What follows belongs to an exercise in optimizing a design on an open flow for small area, a short achievable clock period and few clock cycles; a production flow would make more cautious choices. Only simulation tests tie the RTL to the original design; equivalence was not proved. Power figures rest on the tool's default switching activity, not on a simulated workload.

// huffman
module huffman(clk, reset, gray_valid, CNT_valid,  gray_data, CNT1, CNT2, CNT3, CNT4, CNT5, CNT6,
    code_valid, HC1, HC2, HC3, HC4, HC5, HC6, M1, M2, M3, M4, M5, M6);
input clk;
input reset;
input gray_valid;
input [7:0] gray_data;
output reg CNT_valid;
output [7:0] CNT1, CNT2, CNT3, CNT4, CNT5, CNT6;
output reg code_valid;
output [7:0] HC1, HC2, HC3, HC4, HC5, HC6;
output [7:0] M1, M2, M3, M4, M5, M6;
reg [6:0] W1, W2, W3, W4, W5;
reg [6:0] V;
reg [6:0] amount;    
reg [2:0] ptr [0:5];
reg [4:0] hc [0:5];
reg [4:0] m [0:5];
assign CNT1 = {1'b0, W5};
assign CNT2 = {1'b0, V};
assign CNT3 = {1'b0, W1};
assign CNT4 = {1'b0, W2};
assign CNT5 = {1'b0, W3};
assign CNT6 = {1'b0, W4};
assign HC1 = {3'b0, hc[0]};
assign HC2 = {3'b0, hc[1]};
assign HC3 = {3'b0, hc[2]};
assign HC4 = {3'b0, hc[3]};
assign HC5 = {3'b0, hc[4]};
assign HC6 = {3'b0, hc[5]};
assign M1 = {3'b0, m[0][4:1], 1'b1};
assign M2 = {3'b0, m[1][4:1], 1'b1};
assign M3 = {3'b0, m[2][4:1], 1'b1};
assign M4 = {3'b0, m[3][4:1], 1'b1};
assign M5 = {3'b0, m[4][4:1], 1'b1};
assign M6 = {3'b0, m[5][4:1], 1'b1};
reg counting, sorting, merging;
reg [4:1] U;
reg ph;              
reg [5:1] Tr;
wire last_sort = sorting & !U[1];
wire last_merge = merging & !U[1];
wire cmp_cycle = (sorting | merging) & !ph;
wire ins_cycle = (sorting | merging) & ph;
wire drop = merging & cmp_cycle;
function lt7;
    input [6:0] a, b;
    reg [6:0] l, g;
    begin
        l = ~a & b;
        g = a & ~b;
        lt7 = l[6] | ~g[6] & (l[5] | ~g[5] & (l[4] | ~g[4] & (l[3] | ~g[3] &
              (l[2] | ~g[2] & (l[1] | ~g[1] & l[0])))));
    end
endfunction
wire lt1 = lt7(W1, V);
wire lt2 = lt7(W2, V);
wire lt3 = lt7(W3, V);
wire lt4 = lt7(W4, V);
wire lt5 = lt7(W5, V);
wire [5:1] Tc;
assign Tc[1] = merging ? lt2 : (lt1 | U[1]);
assign Tc[2] = merging ? lt3 : (lt2 | U[2]);
  ...
Size in the first run: about 1100 cells after synthesis, roughly 140 flip-flops, roughly 160 I/O pins.
export LEC_CHECK = 0
export CAP_MARGIN = 20
export CORE_MARGIN = 2
export CORE_UTILIZATION = 40
export CTS_BUF_LIST = sky130_fd_sc_hd__clkbuf_8
export PLACE_DENSITY = 0.6
export SETUP_SLACK_MARGIN = 2.0
export SLEW_MARGIN = 20
create_clock -name core_clock -period 4.5 [get_ports {clk}]
standard.sh (not shown) runs the stock make flow with config.mk's settings and CLKGATE_MAP_FILE= SYNTH_SCRIPT=/design/flow/synth_recipe.tcl, a recipe that flattens the netlist after the stock synthesis.
==> flow/flow/run.sh <==
#!/bin/bash
# Standard layout, but with the smallest buffer on the ports.
set -euo pipefail
sed 's|"\${@:-finish}"|BUFFER_PORTS_ARGS="-buffer_cell sky130_fd_sc_hd__buf_1" "${@:-finish}"|' standard.sh > my_standard.sh
bash my_standard.sh > flow.log 2>&1
Testbench counts at the start, summed over its fixed seeds: cycles 38,400.
Edit:
Settings changed: SETUP_SLACK_MARGIN 2.0 to 2.9.
Critical path depth goes up by 4.
Worst setup slack gains 0.15 ns.
Routed wire length climbs by a quarter to a third.
Via count rises by about a fifth.
Worst hold slack hardly moves.
Edit:
Settings changed: CORE_UTILIZATION 40 to 60, PLACE_DENSITY 0.6 to 0.75, SETUP_SLACK_MARGIN 2.9 to 2.5.
Via count falls by 12%.
Count of clock-buffer cells in the layout falls by 1.
Critical path depth falls by 1.
Power falls by about 3.7%.
Area after synthesis stays the same.

========
## v6
The RTL this note starts from:
==> flow/design.v <==
module huffman(clk, reset, gray_valid, CNT_valid,  gray_data, CNT1, CNT2, CNT3, CNT4, CNT5, CNT6,
    code_valid, HC1, HC2, HC3, HC4, HC5, HC6, M1, M2, M3, M4, M5, M6);
input clk;
input reset;
input gray_valid;
input [7:0] gray_data;
output reg CNT_valid;
output [7:0] CNT1, CNT2, CNT3, CNT4, CNT5, CNT6;
output reg code_valid;
output [7:0] HC1, HC2, HC3, HC4, HC5, HC6;
output [7:0] M1, M2, M3, M4, M5, M6;
reg [6:0] W1, W2, W3, W4, W5;
reg [6:0] V;
reg [6:0] amount;    
reg [2:0] ptr [0:5];
reg [4:0] hc [0:5];
reg [4:0] m [0:5];
assign CNT1 = {1'b0, W5};
assign CNT2 = {1'b0, V};
assign CNT3 = {1'b0, W1};
assign CNT4 = {1'b0, W2};
assign CNT5 = {1'b0, W3};
assign CNT6 = {1'b0, W4};
assign HC1 = {3'b0, hc[0]};
assign HC2 = {3'b0, hc[1]};
assign HC3 = {3'b0, hc[2]};
assign HC4 = {3'b0, hc[3]};
assign HC5 = {3'b0, hc[4]};
assign HC6 = {3'b0, hc[5]};
assign M1 = {3'b0, m[0][4:1], 1'b1};
assign M2 = {3'b0, m[1][4:1], 1'b1};
assign M3 = {3'b0, m[2][4:1], 1'b1};
assign M4 = {3'b0, m[3][4:1], 1'b1};
assign M5 = {3'b0, m[4][4:1], 1'b1};
assign M6 = {3'b0, m[5][4:1], 1'b1};
reg counting, sorting, merging;
reg [4:1] U;
reg ph;              
reg [5:1] Tr;
wire last_sort = sorting & !U[1];
wire last_merge = merging & !U[1];
wire cmp_cycle = (sorting | merging) & !ph;
wire ins_cycle = (sorting | merging) & ph;
wire drop = merging & cmp_cycle;
function lt7;
    input [6:0] a, b;
    reg [6:0] l, g;
    begin
        l = ~a & b;
        g = a & ~b;
        lt7 = l[6] | ~g[6] & (l[5] | ~g[5] & (l[4] | ~g[4] & (l[3] | ~g[3] &
              (l[2] | ~g[2] & (l[1] | ~g[1] & l[0])))));
    end
endfunction
wire lt1 = lt7(W1, V);
wire lt2 = lt7(W2, V);
wire lt3 = lt7(W3, V);
wire lt4 = lt7(W4, V);
wire lt5 = lt7(W5, V);
wire [5:1] Tc;
assign Tc[1] = merging ? lt2 : (lt1 | U[1]);
assign Tc[2] = merging ? lt3 : (lt2 | U[2]);
assign Tc[3] = merging ? lt4 : (lt3 | U[3]);
assign Tc[4] = merging ? lt5 : (lt4 | U[4]);
assign Tc[5] = !merging & lt5;
wire [6:1] T = {1'b0, Tr};
wire [2:0] p = {T[4], T[2] & !T[4], (T[1] & !T[2]) | (T[3] & !T[4]) | T[5]};
wire [6:0] D = 7'd127;    
function [6:0] pick;
    input up, here;
    input [6:0] w1, w0, v;
    pick = here ? v : up ? w1 : w0;
endfunction
wire [2:0] sym = gray_data[2:0];
wire take = counting & gray_valid;
reg selw2, selv;
wire [6:0] vnext = W1 + (({7{selw2}} & W2) | ({7{selv}} & V));
always @(posedge clk) begin
    if (reset) begin
        amount <= 7'd0;
        counting <= 1'b1;
        sorting <= 1'b0;
        merging <= 1'b0;
        U <= 4'b1111;
        ph <= 1'b0;
        CNT_valid <= 1'b0;
        code_valid <= 1'b0;
        V <= 7'd0;
        W1 <= 7'd0; W2 <= 7'd0; W3 <= 7'd0; W4 <= 7'd0; W5 <= 7'd0;
    end else begin
        CNT_valid <= take && amount == 7'd99;
        code_valid <= last_merge;
        if (take) amount <= amount + 7'd1;
        if (take && amount == 7'd99) begin
            counting <= 1'b0;
            sorting <= 1'b1;
        end
        if (ins_cycle & last_sort) begin
            sorting <= 1'b0;
            merging <= 1'b1;
        end
        if (last_merge) merging <= 1'b0;
        ph <= cmp_cycle & !last_merge;
        if (ins_cycle) U <= last_sort ? 4'b1111 : {1'b0, U[4:2]};
        if (take) begin
            if (sym == 3'd1) W5 <= W5 + 7'd1;
            if (sym == 3'd2) V  <= V  + 7'd1;
            if (sym == 3'd3) W1 <= W1 + 7'd1;
            if (sym == 3'd4) W2 <= W2 + 7'd1;
            if (sym == 3'd5) W3 <= W3 + 7'd1;
            if (sym == 3'd6) W4 <= W4 + 7'd1;
        end
        if (drop) begin
            W1 <= W2; W2 <= W3; W3 <= W4; W4 <= W5; W5 <= D;
        end
        if (ins_cycle) begin
            W1 <= pick(T[2], T[1] & !T[2], W2, W1, V);
            W2 <= pick(T[3], T[2] & !T[3], W3, W2, V);
            W3 <= pick(T[4], T[3] & !T[4], W4, W3, V);
            W4 <= pick(T[5], T[4] & !T[5], W5, W4, V);
            W5 <= pick(1'b0, T[5],         D,  W5, V);
            V <= vnext;
        end
    end
end
wire sum_next = merging | last_sort;
always @(posedge clk) begin
    Tr <= Tc;
    selw2 <= sum_next & Tc[2];
    selv <= sum_next & !Tc[2];
end
wire [2:0] dst0 = p;
wire [2:0] dst1 = T[1] ? 3'd0 : 3'd1;
wire [2:0] dst2 = T[2] ? 3'd1 : 3'd2;
wire [2:0] dst3 = T[3] ? 3'd2 : 3'd3;
wire [2:0] dst4 = T[4] ? 3'd3 : 3'd4;
wire [2:0] dst5 = T[5] ? 3'd4 : 3'd5;
function [2:0] dst;
    input [2:0] j;
    input [2:0] d0, d1, d2, d3, d4, d5;
    case (j)
        3'd0: dst = d0;
        3'd1: dst = d1;
        3'd2: dst = d2;
        3'd3: dst = d3;
        3'd4: dst = d4;
        default: dst = d5;
    endcase
endfunction
integer s;
always @(posedge clk) begin
    if (reset) begin
        ptr[0] <= 3'd5;
        ptr[1] <= 3'd0;
        ptr[2] <= 3'd1;
        ptr[3] <= 3'd2;
        ptr[4] <= 3'd3;
        ptr[5] <= 3'd4;
    end else if (drop) begin
        for (s = 0; s < 6; s = s + 1)
            if (ptr[s] != 3'd0) ptr[s] <= ptr[s] - 3'd1;
    end else if (ins_cycle) begin
        for (s = 0; s < 6; s = s + 1)
            ptr[s] <= dst(ptr[s], dst0, dst1, dst2, dst3, dst4, dst5);
    end
end
always @(posedge clk) begin
    if (reset) begin
        for (s = 0; s < 6; s = s + 1) begin
            hc[s] <= 5'd0;
            m[s] <= 5'd0;
        end
    end else if (drop) begin
        for (s = 0; s < 6; s = s + 1) begin
            if (ptr[s] <= 3'd1) begin
                m[s] <= {m[s][3:0], 1'b1};
                hc[s] <= hc[s] | (({m[s][3:0], 1'b1} & ~m[s]) & {5{ptr[s] == 3'd0}});
            end
        end
    end
end
endmodule
export LEC_CHECK = 0
export CAP_MARGIN = 20
export CORE_MARGIN = 2
export CORE_UTILIZATION = 40
export CTS_BUF_LIST = sky130_fd_sc_hd__clkbuf_8
export PLACE_DENSITY = 0.6
export SETUP_SLACK_MARGIN = 2.2
export SLEW_MARGIN = 20
create_clock -name core_clock -period 4.5 [get_ports {clk}]
Scripts as last shown in full above: flow/flow/run.sh
Testbench counts of v6, summed over its fixed seeds: cycles 38,400.
Inputs modified between v6 and v7:
Settings: a change of SETUP_SLACK_MARGIN from 2.2 to 2.0.
--- outcome ---
Compare v6 and v7 | worst hold slack higher: v6. [compare] base=v6 new=v7: combinational power saw a decrease, period utilization increased 4.3 points, number of global-route vias before repair has increased, routed length on met1 down about 0.6%, cell area after layout lost about 1.1%. The sequential cell area in the final layout reported for v7 is smaller than that of v6 by 0.64%. v6 has higher number of gates resized after cts than v7.

==> static timing again, ports no longer ideal <==
The results above use ideal ports. As a check the final layouts listed here were re-extracted and re-timed, cells and wires unchanged. Step 1: set_driving_cell puts a clkbuf_16 on clk and a buf_2 on each other input, an assumption about the parent block. Step 2 also shifts input and output timing later by t, the mid clock arrival at the registers, as if the neighbouring blocks saw the same clock. a / b / c = ideal ports / drivers / drivers and shift; a / b = the first two.
run | t, ns | slack for setup (ns) | worst setup path at the end | latest minus earliest clock arrival (ns) | slew at the worst register clock pin (ns)
the first run of note 1 | 0.506 | 2.030 / 2.030 / 1.785 | input to register | 0.018 / 0.017 | 0.11 / 0.11
the second run of note 1 | 0.521 | 2.180 / 2.180 / 1.872 | input to register | 0.021 / 0.020 | 0.10 / 0.10
the third run of note 1 | 0.497 | 2.067 / 2.067 / 1.802 | input to register | 0.018 / 0.018 | 0.10 / 0.10
v6 | 0.490 | 2.292 / 2.271 / 1.837 | input to register | 0.021 / 0.020 | 0.10 / 0.10
v7 | 0.494 | 2.097 / 2.061 / 1.691 | input to register | 0.016 / 0.016 | 0.10 / 0.10
After both steps setup and hold are still met in every run listed. For v6, which loses most, drivers alone change the setup slack by -0.021 ns; drivers and shift together by -0.455 ns.
